What follows belongs to an exercise in optimizing a design on an open flow for small area; a production flow would make more cautious choices.
RTL that was checked went through simulation tests only; none was proved equivalent to the original.
Only the layout flow was run in run 2; the RTL was not checked for function there.

## flow/design.v (module list and top-level ports; edited modules follow where they fit)
// module axis_fraction_divider: 4145 lines
module axis_fraction_divider (
    input  wire        aclk,
    input  wire        aclken,
    input  wire        aresetn,
    input  wire        s_axis_divisor_tvalid,
    input  wire [31:0] s_axis_divisor_tdata,
    input  wire [0:0]  s_axis_divisor_tuser,
    input  wire        s_axis_dividend_tvalid,
    input  wire [31:0] s_axis_dividend_tdata,
    input  wire [0:0]  s_axis_dividend_tuser,
    output wire        m_axis_dout_tvalid,
    output wire [47:0] m_axis_dout_tdata,
    output wire [0:0]  m_axis_dout_tuser
);
  // ...
==> flow/run.sh <==
#!/bin/bash
# synth_recipe.tcl (not shown) runs the flow's synth.tcl, then flattens the netlist and writes it again
# the make line also repeats each setting of config.mk as NAME=value (left out here)
make -C /OpenROAD-flow-scripts/flow DESIGN_CONFIG=/design/flow/config.mk WORK_HOME=/design/flow/orfs CLKGATE_MAP_FILE= SYNTH_SCRIPT=/design/flow/synth_recipe.tcl finish
==> flow/config.mk <==
export PLATFORM = sky130hd
export DESIGN_NAME = axis_fraction_divider
export DESIGN_NICKNAME = axis_fraction_divider
export VERILOG_FILES = /design/flow/design.v
export SDC_FILE = /design/flow/constraint.sdc
export NUM_CORES = 4
export LEC_CHECK = 0
export ABC_AREA = 1
export CAP_MARGIN = 20
export CORE_MARGIN = 2
export CORE_UTILIZATION = 60
export CTS_BUF_LIST = sky130_fd_sc_hd__clkbuf_16
export CTS_CLUSTER_DIAMETER = 80
export CTS_CLUSTER_SIZE = 25
export GPL_TIMING_DRIVEN = 0
export PLACE_DENSITY = 0.75
export SLEW_MARGIN = 20
==> flow/constraint.sdc <==
create_clock -name core_clock -period 7.5 [get_ports {aclk}]
set_input_delay 1.5000 -clock core_clock [delete_from_list [all_inputs] [get_ports {aclk}]]
set_output_delay 1.5000 -clock core_clock [all_outputs]
set_load 0.01 [all_outputs]
==> flow_summary.ini, run 1 <==
[placement]
portBuffers = 117

[critical_path]
rr_startpoint = R_d32[28]
reg2reg_slack_ps = 400
cp_num_cells = 32

[clocking]
clockBufferDepth = 3
htree_levels = 3
clock_latency_ps = 770

[min_path]
holdCritPathClass = reg2reg
holdPathStages = 0
hold_start = R_a8[3]

[final_layout]
inverters_excl_clock = 1879
nFlopsAndLatches = 1379
clk_share = 0.0316
layout-drive-gt1-share = 0.0557
multi_input_cells = 10400

[run_status]
status = timing/DRC/antenna clean

[synth]
synth_cell_types = 87
avgSynthCellArea_um2 = 7.18
synthMuxAreaShare = 0
synth_edf_count = 1364
synthAdderAreaFrac = 0.000827

[die]
row_count = 149

[drt]
drt_iter0_drc = 8366
drc_errors = 0

[sta]
final.min_clock_period_ps = 7100
==> run 2, diff against run 1 <==
--- a/flow/design.v
+++ b/flow/design.v
@@ -199,22 +199,4 @@
 wire [8:0] q8 = {q7, g8};
-reg [8:0] R_r8;
-reg [31:0] R_d8;
-reg [8:0] R_q8;
-reg R_v8;
-reg [22:0] R_a8;
-always @(posedge aclk) begin
-    if (~aresetn) R_v8 <= 1'b0;
-    else if (aclken) R_v8 <= R_v5;
-end
-always @(posedge aclk) begin
-    if (aclken) begin
-        R_r8 <= r8;
-        R_d8 <= R_d5;
-        R_q8 <= q8;
-        R_a8 <= A5[22:0];
-    end
-end
-wire [31:0] A8 = {9'b0, R_a8};
-wire [9:0] t9 = {R_r8, A8[22]};
-wire [9:0] e9 = R_d8[9:0];
+wire [9:0] t9 = {r8, A5[22]};
+wire [9:0] e9 = R_d5[9:0];
 wire c9_g0 = (t9[1] & e9[1]) | ((t9[1] | e9[1]) & (t9[0] | e9[0]));
@@ -248,8 +230,26 @@
 wire [9:0] ci9 = {c9_g13, c9_g7, c9_g12, c9_g8, c9_g11, c9_g5, c9_g10, c9_g0, (t9[0] | e9[0]), 1'b1};
-wire g9 = c9_g9 & &R_d8[31:10];
+wire g9 = c9_g9 & &R_d5[31:10];
 wire [9:0] u9 = {10{g9}} & (e9 ^ ci9);
 wire [9:0] r9 = t9[9:0] ^ u9[9:0];
-wire [9:0] q9 = {R_q8, g9};
-wire [10:0] t10 = {r9, A8[21]};
-wire [10:0] e10 = R_d8[10:0];
+wire [9:0] q9 = {q8, g9};
+reg [9:0] R_r9;
+reg [31:0] R_d9;
+reg [9:0] R_q9;
+reg R_v9;
+reg [21:0] R_a9;
+always @(posedge aclk) begin
+    if (~aresetn) R_v9 <= 1'b0;
+    else if (aclken) R_v9 <= R_v5;
+end
+always @(posedge aclk) begin
+    if (aclken) begin
+        R_r9 <= r9;
+        R_d9 <= R_d5;
+        R_q9 <= q9;
+        R_a9 <= A5[21:0];
+    end
+end
+wire [31:0] A9 = {10'b0, R_a9};
+wire [10:0] t10 = {R_r9, A9[21]};
+wire [10:0] e10 = R_d9[10:0];
 wire c10_g0 = (t10[1] & e10[1]) | ((t10[1] | e10[1]) & (t10[0] | e10[0]));
@@ -285,8 +285,8 @@
 wire [10:0] ci10 = {c10_g9, c10_g13, c10_g7, c10_g12, c10_g8, c10_g11, c10_g5, c10_g10, c10_g0, (t10[0] | e10[0]), 1'b1};
-wire g10 = c10_g14 & &R_d8[31:11];
+wire g10 = c10_g14 & &R_d9[31:11];
 wire [10:0] u10 = {11{g10}} & (e10 ^ ci10);
 wire [10:0] r10 = t10[10:0] ^ u10[10:0];
-wire [10:0] q10 = {q9, g10};
-wire [11:0] t11 = {r10, A8[20]};
-wire [11:0] e11 = R_d8[11:0];
+wire [10:0] q10 = {R_q9, g10};
+wire [11:0] t11 = {r10, A9[20]};
+wire [11:0] e11 = R_d9[11:0];
 wire c11_g0 = (t11[1] & e11[1]) | ((t11[1] | e11[1]) & (t11[0] | e11[0]));
@@ -328,3 +328,3 @@
 wire [11:0] ci11 = {c11_g17, c11_g12, c11_g16, c11_g9, c11_g15, c11_g11, c11_g14, c11_g6, c11_g13, c11_g0, (t11[0] | e11[0]), 1'b1};
-wire g11 = c11_g10 & &R_d8[31:12];
+wire g11 = c11_g10 & &R_d9[31:12];
 wire [11:0] u11 = {12{g11}} & (e11 ^ ci11);
@@ -332,22 +332,4 @@
 wire [11:0] q11 = {q10, g11};
-reg [11:0] R_r11;
-reg [31:0] R_d11;
-reg [11:0] R_q11;
-reg R_v11;
-reg [19:0] R_a11;
-always @(posedge aclk) begin
-    if (~aresetn) R_v11 <= 1'b0;
-    else if (aclken) R_v11 <= R_v8;
-end
-always @(posedge aclk) begin
-    if (aclken) begin
-        R_r11 <= r11;
-        R_d11 <= R_d8;
-        R_q11 <= q11;
-        R_a11 <= A8[19:0];
-    end
-end
-wire [31:0] A11 = {12'b0, R_a11};
-wire [12:0] t12 = {R_r11, A11[19]};
-wire [12:0] e12 = R_d11[12:0];
+wire [12:0] t12 = {r11, A9[19]};
+wire [12:0] e12 = R_d9[12:0];
 wire c12_g0 = (t12[1] & e12[1]) | ((t12[1] | e12[1]) & (t12[0] | e12[0]));
@@ -391,8 +373,8 @@
 wire [12:0] ci12 = {c12_g10, c12_g17, c12_g12, c12_g16, c12_g9, c12_g15, c12_g11, c12_g14, c12_g6, c12_g13, c12_g0, (t12[0] | e12[0]), 1'b1};
-wire g12 = c12_g18 & &R_d11[31:13];
+wire g12 = c12_g18 & &R_d9[31:13];
 wire [12:0] u12 = {13{g12}} & (e12 ^ ci12);
 wire [12:0] r12 = t12[12:0] ^ u12[12:0];
-wire [12:0] q12 = {R_q11, g12};
-wire [13:0] t13 = {r12, A11[18]};
-wire [13:0] e13 = R_d11[13:0];
+wire [12:0] q12 = {q11, g12};
+wire [13:0] t13 = {r12, A9[18]};
+wire [13:0] e13 = R_d9[13:0];
 wire c13_g0 = (t13[1] & e13[1]) | ((t13[1] | e13[1]) & (t13[0] | e13[0]));
@@ -440,3 +422,3 @@
 wire [13:0] ci13 = {c13_g20, c13_g11, c13_g19, c13_g13, c13_g18, c13_g10, c13_g17, c13_g12, c13_g16, c13_g7, c13_g15, c13_g0, (t13[0] | e13[0]), 1'b1};
-wire g13 = c13_g14 & &R_d11[31:14];
+wire g13 = c13_g14 & &R_d9[31:14];
 wire [13:0] u13 = {14{g13}} & (e13 ^ ci13);
@@ -444,4 +426,22 @@
 wire [13:0] q13 = {q12, g13};
-wire [14:0] t14 = {r13, A11[17]};
-wire [14:0] e14 = R_d11[14:0];
+reg [13:0] R_r13;
+reg [31:0] R_d13;
+reg [13:0] R_q13;
+reg R_v13;
+reg [17:0] R_a13;
+always @(posedge aclk) begin
+    if (~aresetn) R_v13 <= 1'b0;
+    else if (aclken) R_v13 <= R_v9;
+end
+always @(posedge aclk) begin
+    if (aclken) begin
+        R_r13 <= r13;
+        R_d13 <= R_d9;
+        R_q13 <= q13;
+        R_a13 <= A9[17:0];
+    end
+end
+wire [31:0] A13 = {14'b0, R_a13};
+wire [14:0] t14 = {R_r13, A13[17]};
+wire [14:0] e14 = R_d13[14:0];
 wire c14_g0 = (t14[1] & e14[1]) | ((t14[1] | e14[1]) & (t14[0] | e14[0]));
@@ -491,26 +491,8 @@
 wire [14:0] ci14 = {c14_g14, c14_g20, c14_g11, c14_g19, c14_g13, c14_g18, c14_g10, c14_g17, c14_g12, c14_g16, c14_g7, c14_g15, c14_g0, (t14[0] | e14[0]), 1'b1};
-wire g14 = c14_g21 & &R_d11[31:15];
+wire g14 = c14_g21 & &R_d13[31:15];
 wire [14:0] u14 = {15{g14}} & (e14 ^ ci14);
 wire [14:0] r14 = t14[14:0] ^ u14[14:0];
-wire [14:0] q14 = {q13, g14};
-reg [14:0] R_r14;
-reg [31:0] R_d14;
-reg [14:0] R_q14;
-reg R_v14;
-reg [16:0] R_a14;
-always @(posedge aclk) begin
-    if (~aresetn) R_v14 <= 1'b0;
-    else if (aclken) R_v14 <= R_v11;
-end
-always @(posedge aclk) begin
-    if (aclken) begin
-        R_r14 <= r14;
-        R_d14 <= R_d11;
-        R_q14 <= q14;
-        R_a14 <= A11[16:0];
-    end
-end
-wire [31:0] A14 = {15'b0, R_a14};
-wire [15:0] t15 = {R_r14, A14[16]};
-wire [15:0] e15 = R_d14[15:0];
+wire [14:0] q14 = {R_q13, g14};
+wire [15:0] t15 = {r14, A13[16]};
+wire [15:0] e15 = R_d13[15:0];
 wire c15_g0 = (t15[1] & e15[1]) | ((t15[1] | e15[1]) & (t15[0] | e15[0]));
@@ -568,8 +550,8 @@
 wire [15:0] ci15 = {c15_g25, c15_g18, c15_g24, c15_g15, c15_g23, c15_g17, c15_g22, c15_g12, c15_g21, c15_g16, c15_g20, c15_g8, c15_g19, c15_g0, (t15[0] | e15[0]), 1'b1};
-wire g15 = c15_g14 & &R_d14[31:16];
+wire g15 = c15_g14 & &R_d13[31:16];
 wire [15:0] u15 = {16{g15}} & (e15 ^ ci15);
 wire [15:0] r15 = t15[15:0] ^ u15[15:0];
-wire [15:0] q15 = {R_q14, g15};
-wire [16:0] t16 = {r15, A14[15]};
-wire [16:0] e16 = R_d14[16:0];
+wire [15:0] q15 = {q14, g15};
+wire [16:0] t16 = {r15, A13[15]};
+wire [16:0] e16 = R_d13[16:0];
 wire c16_g0 = (t16[1] & e16[1]) | ((t16[1] | e16[1]) & (t16[0] | e16[0]));
@@ -629,3 +611,3 @@
 wire [16:0] ci16 = {c16_g14, c16_g25, c16_g18, c16_g24, c16_g15, c16_g23, c16_g17, c16_g22, c16_g12, c16_g21, c16_g16, c16_g20, c16_g8, c16_g19, c16_g0, (t16[0] | e16[0]), 1'b1};
-wire g16 = c16_g26 & &R_d14[31:17];
+wire g16 = c16_g26 & &R_d13[31:17];
 wire [16:0] u16 = {17{g16}} & (e16 ^ ci16);
@@ -633,4 +615,4 @@
 wire [16:0] q16 = {q15, g16};
-wire [17:0] t17 = {r16, A14[14]};
-wire [17:0] e17 = R_d14[17:0];
+wire [17:0] t17 = {r16, A13[14]};
+wire [17:0] e17 = R_d13[17:0];
 wire c17_g0 = (t17[1] & e17[1]) | ((t17[1] | e17[1]) & (t17[0] | e17[0]));
@@ -694,3 +676,3 @@
 wire [17:0] ci17 = {c17_g28, c17_g15, c17_g27, c17_g19, c17_g26, c17_g16, c17_g25, c17_g18, c17_g24, c17_g13, c17_g23, c17_g17, c17_g22, c17_g9, c17_g21, c17_g0, (t17[0] | e17[0]), 1'b1};
-wire g17 = c17_g20 & &R_d14[31:18];
+wire g17 = c17_g20 & &R_d13[31:18];
 wire [17:0] u17 = {18{g17}} & (e17 ^ ci17);
@@ -705,3 +687,3 @@
     if (~aresetn) R_v17 <= 1'b0;
-    else if (aclken) R_v17 <= R_v14;
+    else if (aclken) R_v17 <= R_v13;
 end
@@ -710,5 +692,5 @@
         R_r17 <= r17;
-        R_d17 <= R_d14;
+        R_d17 <= R_d13;
         R_q17 <= q17;
-        R_a17 <= A14[13:0];
+        R_a17 <= A13[13:0];
     end
@@ -931,22 +913,4 @@
 wire [20:0] q20 = {q19, g20};
-reg [20:0] R_r20;
-reg [31:0] R_d20;
-reg [20:0] R_q20;
-reg R_v20;
-reg [10:0] R_a20;
-always @(posedge aclk) begin
-    if (~aresetn) R_v20 <= 1'b0;
-    else if (aclken) R_v20 <= R_v17;
-end
-always @(posedge aclk) begin
-    if (aclken) begin
-        R_r20 <= r20;
-        R_d20 <= R_d17;
-        R_q20 <= q20;
-        R_a20 <= A17[10:0];
-    end
-end
-wire [31:0] A20 = {21'b0, R_a20};
-wire [21:0] t21 = {R_r20, A20[10]};
-wire [21:0] e21 = R_d20[21:0];
+wire [21:0] t21 = {r20, A17[10]};
+wire [21:0] e21 = R_d17[21:0];
 wire c21_g0 = (t21[1] & e21[1]) | ((t21[1] | e21[1]) & (t21[0] | e21[0]));
@@ -1024,8 +988,26 @@
 wire [21:0] ci21 = {c21_g35, c21_g20, c21_g34, c21_g24, c21_g33, c21_g18, c21_g32, c21_g23, c21_g31, c21_g19, c21_g30, c21_g22, c21_g29, c21_g16, c21_g28, c21_g21, c21_g27, c21_g11, c21_g26, c21_g0, (t21[0] | e21[0]), 1'b1};
-wire g21 = c21_g25 & &R_d20[31:22];
+wire g21 = c21_g25 & &R_d17[31:22];
 wire [21:0] u21 = {22{g21}} & (e21 ^ ci21);
 wire [21:0] r21 = t21[21:0] ^ u21[21:0];
-wire [21:0] q21 = {R_q20, g21};
-wire [22:0] t22 = {r21, A20[9]};
-wire [22:0] e22 = R_d20[22:0];
+wire [21:0] q21 = {q20, g21};
+reg [21:0] R_r21;
+reg [31:0] R_d21;
+reg [21:0] R_q21;
+reg R_v21;
+reg [9:0] R_a21;
+always @(posedge aclk) begin
+    if (~aresetn) R_v21 <= 1'b0;
+    else if (aclken) R_v21 <= R_v17;
+end
+always @(posedge aclk) begin
+    if (aclken) begin
+        R_r21 <= r21;
+        R_d21 <= R_d17;
+        R_q21 <= q21;
+        R_a21 <= A17[9:0];
+    end
+end
+wire [31:0] A21 = {22'b0, R_a21};
+wire [22:0] t22 = {R_r21, A21[9]};
+wire [22:0] e22 = R_d21[22:0];
 wire c22_g0 = (t22[1] & e22[1]) | ((t22[1] | e22[1]) & (t22[0] | e22[0]));
@@ -1105,8 +1087,8 @@
 wire [22:0] ci22 = {c22_g25, c22_g35, c22_g20, c22_g34, c22_g24, c22_g33, c22_g18, c22_g32, c22_g23, c22_g31, c22_g19, c22_g30, c22_g22, c22_g29, c22_g16, c22_g28, c22_g21, c22_g27, c22_g11, c22_g26, c22_g0, (t22[0] | e22[0]), 1'b1};
-wire g22 = c22_g36 & &R_d20[31:23];
+wire g22 = c22_g36 & &R_d21[31:23];
 wire [22:0] u22 = {23{g22}} & (e22 ^ ci22);
 wire [22:0] r22 = t22[22:0] ^ u22[22:0];
-wire [22:0] q22 = {q21, g22};
-wire [23:0] t23 = {r22, A20[8]};
-wire [23:0] e23 = R_d20[23:0];
+wire [22:0] q22 = {R_q21, g22};
+wire [23:0] t23 = {r22, A21[8]};
+wire [23:0] e23 = R_d21[23:0];
 wire c23_g0 = (t23[1] & e23[1]) | ((t23[1] | e23[1]) & (t23[0] | e23[0]));
@@ -1194,3 +1176,3 @@
 wire [23:0] ci23 = {c23_g40, c23_g29, c23_g39, c23_g24, c23_g38, c23_g28, c23_g37, c23_g21, c23_g36, c23_g27, c23_g35, c23_g23, c23_g34, c23_g26, c23_g33, c23_g18, c23_g32, c23_g25, c23_g31, c23_g12, c23_g30, c23_g0, (t23[0] | e23[0]), 1'b1};
-wire g23 = c23_g22 & &R_d20[31:24];
+wire g23 = c23_g22 & &R_d21[31:24];
 wire [23:0] u23 = {24{g23}} & (e23 ^ ci23);
@@ -1198,22 +1180,4 @@
 wire [23:0] q23 = {q22, g23};
-reg [23:0] R_r23;
-reg [31:0] R_d23;
-reg [23:0] R_q23;
-reg R_v23;
-reg [7:0] R_a23;
-always @(posedge aclk) begin
-    if (~aresetn) R_v23 <= 1'b0;
-    else if (aclken) R_v23 <= R_v20;
-end
-always @(posedge aclk) begin
-    if (aclken) begin
-        R_r23 <= r23;
-        R_d23 <= R_d20;
-        R_q23 <= q23;
-        R_a23 <= A20[7:0];
-    end
-end
-wire [31:0] A23 = {24'b0, R_a23};
-wire [24:0] t24 = {R_r23, A23[7]};
-wire [24:0] e24 = R_d23[24:0];
+wire [24:0] t24 = {r23, A21[7]};
+wire [24:0] e24 = R_d21[24:0];
 wire c24_g0 = (t24[1] & e24[1]) | ((t24[1] | e24[1]) & (t24[0] | e24[0]));
@@ -1303,8 +1267,8 @@
 wire [24:0] ci24 = {c24_g22, c24_g40, c24_g29, c24_g39, c24_g24, c24_g38, c24_g28, c24_g37, c24_g21, c24_g36, c24_g27, c24_g35, c24_g23, c24_g34, c24_g26, c24_g33, c24_g18, c24_g32, c24_g25, c24_g31, c24_g12, c24_g30, c24_g0, (t24[0] | e24[0]), 1'b1};
-wire g24 = c24_g41 & &R_d23[31:25];
+wire g24 = c24_g41 & &R_d21[31:25];
 wire [24:0] u24 = {25{g24}} & (e24 ^ ci24);
 wire [24:0] r24 = t24[24:0] ^ u24[24:0];
-wire [24:0] q24 = {R_q23, g24};
-wire [25:0] t25 = {r24, A23[6]};
-wire [25:0] e25 = R_d23[25:0];
+wire [24:0] q24 = {q23, g24};
+wire [25:0] t25 = {r24, A21[6]};
+wire [25:0] e25 = R_d21[25:0];
 wire c25_g0 = (t25[1] & e25[1]) | ((t25[1] | e25[1]) & (t25[0] | e25[0]));
@@ -1398,3 +1362,3 @@
 wire [25:0] ci25 = {c25_g43, c25_g23, c25_g42, c25_g30, c25_g41, c25_g25, c25_g40, c25_g29, c25_g39, c25_g22, c25_g38, c25_g28, c25_g37, c25_g24, c25_g36, c25_g27, c25_g35, c25_g19, c25_g34, c25_g26, c25_g33, c25_g13, c25_g32, c25_g0, (t25[0] | e25[0]), 1'b1};
-wire g25 = c25_g31 & &R_d23[31:26];
+wire g25 = c25_g31 & &R_d21[31:26];
 wire [25:0] u25 = {26{g25}} & (e25 ^ ci25);
@@ -1402,4 +1366,22 @@
 wire [25:0] q25 = {q24, g25};
-wire [26:0] t26 = {r25, A23[5]};
-wire [26:0] e26 = R_d23[26:0];
+reg [25:0] R_r25;
+reg [31:0] R_d25;
+reg [25:0] R_q25;
+reg R_v25;
+reg [5:0] R_a25;
+always @(posedge aclk) begin
+    if (~aresetn) R_v25 <= 1'b0;
+    else if (aclken) R_v25 <= R_v21;
+end
+always @(posedge aclk) begin
+    if (aclken) begin
+        R_r25 <= r25;
+        R_d25 <= R_d21;
+        R_q25 <= q25;
+        R_a25 <= A21[5:0];
+    end
+end
+wire [31:0] A25 = {26'b0, R_a25};
+wire [26:0] t26 = {R_r25, A25[5]};
+wire [26:0] e26 = R_d25[26:0];
 wire c26_g0 = (t26[1] & e26[1]) | ((t26[1] | e26[1]) & (t26[0] | e26[0]));
@@ -1495,26 +1477,8 @@
 wire [26:0] ci26 = {c26_g31, c26_g43, c26_g23, c26_g42, c26_g30, c26_g41, c26_g25, c26_g40, c26_g29, c26_g39, c26_g22, c26_g38, c26_g28, c26_g37, c26_g24, c26_g36, c26_g27, c26_g35, c26_g19, c26_g34, c26_g26, c26_g33, c26_g13, c26_g32, c26_g0, (t26[0] | e26[0]), 1'b1};
-wire g26 = c26_g44 & &R_d23[31:27];
+wire g26 = c26_g44 & &R_d25[31:27];
 wire [26:0] u26 = {27{g26}} & (e26 ^ ci26);
 wire [26:0] r26 = t26[26:0] ^ u26[26:0];
-wire [26:0] q26 = {q25, g26};
-reg [26:0] R_r26;
-reg [31:0] R_d26;
-reg [26:0] R_q26;
-reg R_v26;
-reg [4:0] R_a26;
-always @(posedge aclk) begin
-    if (~aresetn) R_v26 <= 1'b0;
-    else if (aclken) R_v26 <= R_v23;
-end
-always @(posedge aclk) begin
-    if (aclken) begin
-        R_r26 <= r26;
-        R_d26 <= R_d23;
-        R_q26 <= q26;
-        R_a26 <= A23[4:0];
-    end
-end
-wire [31:0] A26 = {27'b0, R_a26};
-wire [27:0] t27 = {R_r26, A26[4]};
-wire [27:0] e27 = R_d26[27:0];
+wire [26:0] q26 = {R_q25, g26};
+wire [27:0] t27 = {r26, A25[4]};
+wire [27:0] e27 = R_d25[27:0];
 wire c27_g0 = (t27[1] & e27[1]) | ((t27[1] | e27[1]) & (t27[0] | e27[0]));
@@ -1616,8 +1580,8 @@
 wire [27:0] ci27 = {c27_g47, c27_g34, c27_g46, c27_g25, c27_g45, c27_g33, c27_g44, c27_g27, c27_g43, c27_g32, c27_g42, c27_g24, c27_g41, c27_g31, c27_g40, c27_g26, c27_g39, c27_g30, c27_g38, c27_g21, c27_g37, c27_g29, c27_g36, c27_g14, c27_g35, c27_g0, (t27[0] | e27[0]), 1'b1};
-wire g27 = c27_g28 & &R_d26[31:28];
+wire g27 = c27_g28 & &R_d25[31:28];
 wire [27:0] u27 = {28{g27}} & (e27 ^ ci27);
 wire [27:0] r27 = t27[27:0] ^ u27[27:0];
-wire [27:0] q27 = {R_q26, g27};
-wire [28:0] t28 = {r27, A26[3]};
-wire [28:0] e28 = R_d26[28:0];
+wire [27:0] q27 = {q26, g27};
+wire [28:0] t28 = {r27, A25[3]};
+wire [28:0] e28 = R_d25[28:0];
 wire c28_g0 = (t28[1] & e28[1]) | ((t28[1] | e28[1]) & (t28[0] | e28[0]));
@@ -1721,3 +1685,3 @@
 wire [28:0] ci28 = {c28_g28, c28_g47, c28_g34, c28_g46, c28_g25, c28_g45, c28_g33, c28_g44, c28_g27, c28_g43, c28_g32, c28_g42, c28_g24, c28_g41, c28_g31, c28_g40, c28_g26, c28_g39, c28_g30, c28_g38, c28_g21, c28_g37, c28_g29, c28_g36, c28_g14, c28_g35, c28_g0, (t28[0] | e28[0]), 1'b1};
-wire g28 = c28_g48 & &R_d26[31:29];
+wire g28 = c28_g48 & &R_d25[31:29];
 wire [28:0] u28 = {29{g28}} & (e28 ^ ci28);
@@ -1725,4 +1689,4 @@
 wire [28:0] q28 = {q27, g28};
-wire [29:0] t29 = {r28, A26[2]};
-wire [29:0] e29 = R_d26[29:0];
+wire [29:0] t29 = {r28, A25[2]};
+wire [29:0] e29 = R_d25[29:0];
 wire c29_g0 = (t29[1] & e29[1]) | ((t29[1] | e29[1]) & (t29[0] | e29[0]));
@@ -1830,3 +1794,3 @@
 wire [29:0] ci29 = {c29_g50, c29_g29, c29_g49, c29_g35, c29_g48, c29_g26, c29_g47, c29_g34, c29_g46, c29_g28, c29_g45, c29_g33, c29_g44, c29_g25, c29_g43, c29_g32, c29_g42, c29_g27, c29_g41, c29_g31, c29_g40, c29_g22, c29_g39, c29_g30, c29_g38, c29_g15, c29_g37, c29_g0, (t29[0] | e29[0]), 1'b1};
-wire g29 = c29_g36 & &R_d26[31:30];
+wire g29 = c29_g36 & &R_d25[31:30];
 wire [29:0] u29 = {30{g29}} & (e29 ^ ci29);
@@ -1841,3 +1805,3 @@
     if (~aresetn) R_v29 <= 1'b0;
-    else if (aclken) R_v29 <= R_v26;
+    else if (aclken) R_v29 <= R_v25;
 end
@@ -1846,5 +1810,5 @@
         R_r29 <= r29;
-        R_d29 <= R_d26;
+        R_d29 <= R_d25;
         R_q29 <= q29;
-        R_a29 <= A26[1:0];
+        R_a29 <= A25[1:0];
     end
@@ -2207,19 +2171,4 @@
 wire [32:0] q32 = {q31, g32};
-reg [31:0] R_r32;
-reg [31:0] R_d32;
-reg [32:0] R_q32;
-reg R_v32;
-always @(posedge aclk) begin
-    if (~aresetn) R_v32 <= 1'b0;
-    else if (aclken) R_v32 <= R_v29;
-end
-always @(posedge aclk) begin
-    if (aclken) begin
-        R_r32 <= r32;
-        R_d32 <= R_d29;
-        R_q32 <= q32;
-    end
-end
-wire [32:0] t33 = {R_r32, 1'b0};
-wire [32:0] e33 = {1'b1, R_d32};
+wire [32:0] t33 = {r32, 1'b0};
+wire [32:0] e33 = {1'b1, R_d29};
 wire c33_g0 = (t33[1] & e33[1]) | ((t33[1] | e33[1]) & (t33[0] | e33[0]));
@@ -2344,5 +2293,20 @@
 wire [31:0] r33 = t33[31:0] ^ u33[31:0];
-wire [33:0] q33 = {R_q32, g33};
-wire [32:0] t34 = {r33, 1'b0};
-wire [32:0] e34 = {1'b1, R_d32};
+wire [33:0] q33 = {q32, g33};
+reg [31:0] R_r33;
+reg [31:0] R_d33;
+reg [33:0] R_q33;
+reg R_v33;
+always @(posedge aclk) begin
+    if (~aresetn) R_v33 <= 1'b0;
+    else if (aclken) R_v33 <= R_v29;
+end
+always @(posedge aclk) begin
+    if (aclken) begin
+        R_r33 <= r33;
+        R_d33 <= R_d29;
+        R_q33 <= q33;
+    end
+end
+wire [32:0] t34 = {R_r33, 1'b0};
+wire [32:0] e34 = {1'b1, R_d33};
 wire c34_g0 = (t34[1] & e34[1]) | ((t34[1] | e34[1]) & (t34[0] | e34[0]));
@@ -2467,5 +2431,5 @@
 wire [31:0] r34 = t34[31:0] ^ u34[31:0];
-wire [34:0] q34 = {q33, g34};
+wire [34:0] q34 = {R_q33, g34};
 wire [32:0] t35 = {r34, 1'b0};
-wire [32:0] e35 = {1'b1, R_d32};
+wire [32:0] e35 = {1'b1, R_d33};
 wire c35_g0 = (t35[1] & e35[1]) | ((t35[1] | e35[1]) & (t35[0] | e35[0]));
@@ -2591,19 +2555,4 @@
 wire [35:0] q35 = {q34, g35};
-reg [31:0] R_r35;
-reg [31:0] R_d35;
-reg [35:0] R_q35;
-reg R_v35;
-always @(posedge aclk) begin
-    if (~aresetn) R_v35 <= 1'b0;
-    else if (aclken) R_v35 <= R_v32;
-end
-always @(posedge aclk) begin
-    if (aclken) begin
-        R_r35 <= r35;
-        R_d35 <= R_d32;
-        R_q35 <= q35;
-    end
-end
-wire [32:0] t36 = {R_r35, 1'b0};
-wire [32:0] e36 = {1'b1, R_d35};
+wire [32:0] t36 = {r35, 1'b0};
+wire [32:0] e36 = {1'b1, R_d33};
 wire c36_g0 = (t36[1] & e36[1]) | ((t36[1] | e36[1]) & (t36[0] | e36[0]));
@@ -2728,5 +2677,5 @@
 wire [31:0] r36 = t36[31:0] ^ u36[31:0];
-wire [36:0] q36 = {R_q35, g36};
+wire [36:0] q36 = {q35, g36};
 wire [32:0] t37 = {r36, 1'b0};
-wire [32:0] e37 = {1'b1, R_d35};
+wire [32:0] e37 = {1'b1, R_d33};
 wire c37_g0 = (t37[1] & e37[1]) | ((t37[1] | e37[1]) & (t37[0] | e37[0]));
@@ -2852,4 +2801,19 @@
 wire [37:0] q37 = {q36, g37};
-wire [32:0] t38 = {r37, 1'b0};
-wire [32:0] e38 = {1'b1, R_d35};
+reg [31:0] R_r37;
+reg [31:0] R_d37;
+reg [37:0] R_q37;
+reg R_v37;
+always @(posedge aclk) begin
+    if (~aresetn) R_v37 <= 1'b0;
+    else if (aclken) R_v37 <= R_v33;
+end
+always @(posedge aclk) begin
+    if (aclken) begin
+        R_r37 <= r37;
+        R_d37 <= R_d33;
+        R_q37 <= q37;
+    end
+end
+wire [32:0] t38 = {R_r37, 1'b0};
+wire [32:0] e38 = {1'b1, R_d37};
 wire c38_g0 = (t38[1] & e38[1]) | ((t38[1] | e38[1]) & (t38[0] | e38[0]));
@@ -2974,20 +2938,5 @@
 wire [31:0] r38 = t38[31:0] ^ u38[31:0];
-wire [38:0] q38 = {q37, g38};
-reg [31:0] R_r38;
-reg [31:0] R_d38;
-reg [38:0] R_q38;
-reg R_v38;
-always @(posedge aclk) begin
-    if (~aresetn) R_v38 <= 1'b0;
-    else if (aclken) R_v38 <= R_v35;
-end
-always @(posedge aclk) begin
-    if (aclken) begin
-        R_r38 <= r38;
-        R_d38 <= R_d35;
-        R_q38 <= q38;
-    end
-end
-wire [32:0] t39 = {R_r38, 1'b0};
-wire [32:0] e39 = {1'b1, R_d38};
+wire [38:0] q38 = {R_q37, g38};
+wire [32:0] t39 = {r38, 1'b0};
+wire [32:0] e39 = {1'b1, R_d37};
 wire c39_g0 = (t39[1] & e39[1]) | ((t39[1] | e39[1]) & (t39[0] | e39[0]));
@@ -3112,5 +3061,5 @@
 wire [31:0] r39 = t39[31:0] ^ u39[31:0];
-wire [39:0] q39 = {R_q38, g39};
+wire [39:0] q39 = {q38, g39};
 wire [32:0] t40 = {r39, 1'b0};
-wire [32:0] e40 = {1'b1, R_d38};
+wire [32:0] e40 = {1'b1, R_d37};
 wire c40_g0 = (t40[1] & e40[1]) | ((t40[1] | e40[1]) & (t40[0] | e40[0]));
@@ -3237,3 +3186,3 @@
 wire [32:0] t41 = {r40, 1'b0};
-wire [32:0] e41 = {1'b1, R_d38};
+wire [32:0] e41 = {1'b1, R_d37};
 wire c41_g0 = (t41[1] & e41[1]) | ((t41[1] | e41[1]) & (t41[0] | e41[0]));
@@ -3365,3 +3314,3 @@
     if (~aresetn) R_v41 <= 1'b0;
-    else if (aclken) R_v41 <= R_v38;
+    else if (aclken) R_v41 <= R_v37;
 end
@@ -3370,3 +3319,3 @@
         R_r41 <= r41;
-        R_d41 <= R_d38;
+        R_d41 <= R_d37;
         R_q41 <= q41;
@@ -3743,19 +3692,4 @@
 wire [44:0] q44 = {q43, g44};
-reg [31:0] R_r44;
-reg [31:0] R_d44;
-reg [44:0] R_q44;
-reg R_v44;
-always @(posedge aclk) begin
-    if (~aresetn) R_v44 <= 1'b0;
-    else if (aclken) R_v44 <= R_v41;
-end
-always @(posedge aclk) begin
-    if (aclken) begin
-        R_r44 <= r44;
-        R_d44 <= R_d41;
-        R_q44 <= q44;
-    end
-end
-wire [32:0] t45 = {R_r44, 1'b0};
-wire [32:0] e45 = {1'b1, R_d44};
+wire [32:0] t45 = {r44, 1'b0};
+wire [32:0] e45 = {1'b1, R_d41};
 wire c45_g0 = (t45[1] & e45[1]) | ((t45[1] | e45[1]) & (t45[0] | e45[0]));
@@ -3880,5 +3814,20 @@
 wire [31:0] r45 = t45[31:0] ^ u45[31:0];
-wire [45:0] q45 = {R_q44, g45};
-wire [32:0] t46 = {r45, 1'b0};
-wire [32:0] e46 = {1'b1, R_d44};
+wire [45:0] q45 = {q44, g45};
+reg [31:0] R_r45;
+reg [31:0] R_d45;
+reg [45:0] R_q45;
+reg R_v45;
+always @(posedge aclk) begin
+    if (~aresetn) R_v45 <= 1'b0;
+    else if (aclken) R_v45 <= R_v41;
+end
+always @(posedge aclk) begin
+    if (aclken) begin
+        R_r45 <= r45;
+        R_d45 <= R_d41;
+        R_q45 <= q45;
+    end
+end
+wire [32:0] t46 = {R_r45, 1'b0};
+wire [32:0] e46 = {1'b1, R_d45};
 wire c46_g0 = (t46[1] & e46[1]) | ((t46[1] | e46[1]) & (t46[0] | e46[0]));
@@ -4003,20 +3952,5 @@
 wire [31:0] r46 = t46[31:0] ^ u46[31:0];
-wire [46:0] q46 = {q45, g46};
-reg [31:0] R_r46;
-reg [31:0] R_d46;
-reg [46:0] R_q46;
-reg R_v46;
-always @(posedge aclk) begin
-    if (~aresetn) R_v46 <= 1'b0;
-    else if (aclken) R_v46 <= R_v44;
-end
-always @(posedge aclk) begin
-    if (aclken) begin
-        R_r46 <= r46;
-        R_d46 <= R_d44;
-        R_q46 <= q46;
-    end
-end
-wire [32:0] t47 = {R_r46, 1'b0};
-wire [32:0] e47 = {1'b1, R_d46};
+wire [46:0] q46 = {R_q45, g46};
+wire [32:0] t47 = {r46, 1'b0};
+wire [32:0] e47 = {1'b1, R_d45};
 wire c47_g0 = (t47[1] & e47[1]) | ((t47[1] | e47[1]) & (t47[0] | e47[0]));
@@ -4141,6 +4075,6 @@
 wire [31:0] r47 = t47[31:0] ^ u47[31:0];
-wire [47:0] q47 = {R_q46, g47};
-assign m_axis_dout_tvalid = R_v46;
+wire [47:0] q47 = {q46, g47};
+assign m_axis_dout_tvalid = R_v45;
 assign m_axis_dout_tdata = q47;
-assign m_axis_dout_tuser = &R_d46;
+assign m_axis_dout_tuser = &R_d45;
 endmodule
--- a/flow/config.mk
+++ b/flow/config.mk
@@ -10,8 +10,5 @@
 export CORE_MARGIN = 2
-export CORE_UTILIZATION = 60
-export CTS_BUF_LIST = sky130_fd_sc_hd__clkbuf_16
-export CTS_CLUSTER_DIAMETER = 80
-export CTS_CLUSTER_SIZE = 25
+export CORE_UTILIZATION = 45
 export GPL_TIMING_DRIVEN = 0
-export PLACE_DENSITY = 0.75
+export PLACE_DENSITY = 0.6
 export SLEW_MARGIN = 20
==> run 2 against run 1 <==
  * Now fails the layout checks on negative setup slack
  * Sequential share of layout area is 12 points lower
  * Worst hold slack worse by 64 ps
  * Clock skew is 56 ps higher
  * Synthesized cell count is 0.19% lower
  * Critical path depth is 11 higher
  * Largest cell class unchanged
==> flow_summary.ini, run 2 <==
[sta]
finClkSkew_ps = 92.8
finalMaxSlewViolations = 0
final.min_clock_period_ps = 7720
worst_pin_slew_ps = 1300
grt_setup_unrepaired = yes
fin_crit_sh = 1.03
max_freq_mhz = 130
setup_slack_ps = -217
setup_viol = 1
hold_viol = 0
slew_headroom = 0.126

[die]
start_util = 0.453
io_pins = 121
die_w_um = 450
die_y_um = 450
coreArea_um2 = 198000
die_area_um2 = 203000
row_count = 163

[drt]
vias = 93000
vias_per_cell = 5.31
routed_wl_um = 292000
drt_iter0_drc = 5727
wl_per_cell_um = 16.7
postRouteAntennaNets = 0
drc_errors = 0
first_pass_iters = 9

[flow_run]
drv_cap = 0

[run_status]
so.violations = negative setup slack
status = failed layout checks

[final_layout]
layout-drive-gt1-share = 0.194
synthToLayoutAreaGrowth_pct = 25.8
final_cell_mix = nand2_1 (4712), inv_1 (1584), nand3_1 (1517)
final_common_cell = nand2_1
top_regs = R_q45: 46 flops, R_q41: 42 flops, R_q37: 38 flops
finalNonFillerCells = 17500
n_fill_cell = 18400
final_net_count = 14900
top_register = R_q45
largest_register_ffs = 46

[synth]
synth_edf_count = 990
syn_area_um2 = 89500
synth_seq_cells = 1001
syn_inst = 13900
synth_top_flop_cell = edfxtp_1
yosysTopAreaCell = edfxtp_1
async_flop_share = 0
avgSynthCellArea_um2 = 6.46
synthTopCellsByCount = nand2_1 (5365), nand3_1 (1744), inv_1 (1646)
yosysWarnings = 1
ys_seq_area_frac = 0.334
synthTopCellsByArea = edfxtp_1 (33%), nand2_1 (22%), nand3_1 (9.7%)
yosysMostFrequentCell = nand2_1
synth_top_area_share = 0.332
syn_nets = 13900
synth_cell_types = 79

[clocking]
cts_tree = built
ctsRootBufferMaster = clkbuf_16
htree_levels = 3
clock_latency_ps = 840
cts_buffers = 116
numClockSinks = 1001
clockBufferDepth = 3
postCtsHoldBufs = 0
clkTransAtPathRegs_ps = 60

[placement]
dp_cells = 16600
pre_cts_ws_ps = -2430
gp_congestion = 0.954
dp_hpwl_um = 216000
portBuffers = 115

[global_routing]
antenna_found_initial = 2
grt.overflow.total = 0
grt_max_degree = 147
grt_usage = 0.265
grt_pass1_wl_um = 437000
first_global_vias = 86200

[critical_path]
crit_required_ps = 6000
cp.arrival_ps = 6220
max_stage_delay_ps = 420
startpoint_type = flip-flop
crit_type = reg2out
critPathMaxFanout = 3
crit_slowest_cell = edfxtp_1
cp-end-kind = output pin
worst_path_most_repeated_cell = buf_4

[min_path]
holdCritPathClass = reg2reg
## run 2: cell count changes after synthesis, moves of 82 or more
cell and delta:
edfxtp_1 -374, nand2_1 +399, inv_1 -138, xor2_1 -82, nand3_1 +180, a21oi_1 -93
## run 2: logic make-up after synthesis
| kind of cell | count (synthesis) | share of synthesized area |
|---|---|---|
| adders and majority gates | 8 | 0.00103 |
| DFF | 1001 | 0.334 |
| xor gates and xnor gates | 736 | 0.0723 |
| AOI/OAI and AO/OA | 961 | 0.0605 |
| buffers and inverters | 2136 | 0.100 |
| and+or+nand+nor | 9029 | 0.431 |
## run 2: through the flow
| step | hold slack [ps] | setup TNS [ps] | instance area [um^2] | util |
|---|---|---|---|---|
| 5_1_grt | 359 | -17860 | 113000 | 0.570 |
| 6_report | 351 | -217 | 113000 | 0.570 |
| 3_5_place_dp | 405 | -330920 | 94300 | 0.477 |
| 4_1_cts | 341 | -127 | 104000 | 0.525 |
| 3_3_place_gp | 400 | - | 94000 | 0.476 |
| 2_1_floorplan | 400 | 0 | 89500 | - |
## run 2: what timing repair did
action                                  CTS  global route
gates resized for setup                 759          1650
pin swaps                               188           609
gates cloned                             17            48
setup buffers                           293           322
endpoints found under the setup margin  228           266
## run 2: final cells by class
cell class | count | area (um^2) | area share
Multi-Input combinational cell | 10700 | 57300 | 0.508
Sequential cell | 1001 | 29900 | 0.266
Timing Repair Buffer | 795 | 7830 | 0.0695
Inverter | 1794 | 6930 | 0.0615
Buffer | 332 | 3490 | 0.0310
Tap cell | 2640 | 3300 | 0.0293
Clock buffer | 139 | 3000 | 0.0266
Clock inverter | 77 | 903 | 0.00802
Antenna cell | 3 | 7.51 | 0.0000666
## run 2: worst max-delay path: cells and delay by family, from the launching register on
kind | cells | cell delay, ps
flops | 1 | 420
xor+xnor | 1 | 170
compound gates | 9 | 1130
simple gates | 8 | 720
buf+inv | 25 | 3030
## run 2: path summary, 6_finish.rpt
path | from | endpoint | slack [ps] | depth (start not counted)
worst max-delay path | R_d45[1] | m_axis_dout_tdata[0] | -220 | 43
worst min-delay path | R_q33[28] | R_q37[32] | 350 | 0
worst max register to register | R_d37[17] | R_r41[15] | 60 | 59
worst min register to register | R_q33[28] | R_q37[32] | 350 | 0
## run 2: per-layer routing
layer | vias to the layer above | GRT usage | routed length, um
met5 | - | 0 | 0
met4 | 0 | 0.177 | 24200
met3 | 887 | 0.0249 | 9600
met2 | 2174 | 0.512 | 154000
met1 | 43100 | 0.268 | 104000
li1 | 46800 | - | -

[afterwards: timing with drivers on the ports]
The flow's constraints put no driver on any port. The routed layouts listed below were extracted and timed again, unchanged, in two steps. Step 1: set_driving_cell puts a clkbuf_16 on aclk and a buf_2 on each other input, an assumption about the parent block. Step 2 also shifts input and output timing later by t, the mid clock arrival at the registers, as if the neighbouring blocks saw the same clock. Three values: ideal ports, drivers, drivers and shift; two values: the first two.
run | t (ns) | slack for setup (ns) | worst data-port slew with drivers (ns) | pins driven straight from the clock port
run 1 | 0.845 | 0.404 / 0.404 / -0.267 | 0.09 | 1
run 2 | 0.881 | -0.217 / -0.304 / -0.284 | 0.08 | 1
Met with ideal ports but missed after step 2: setup timing in run 1. The setup slack of run 1, which loses most, moves by 0.000 ns with the drivers and by -0.671 ns with both steps.
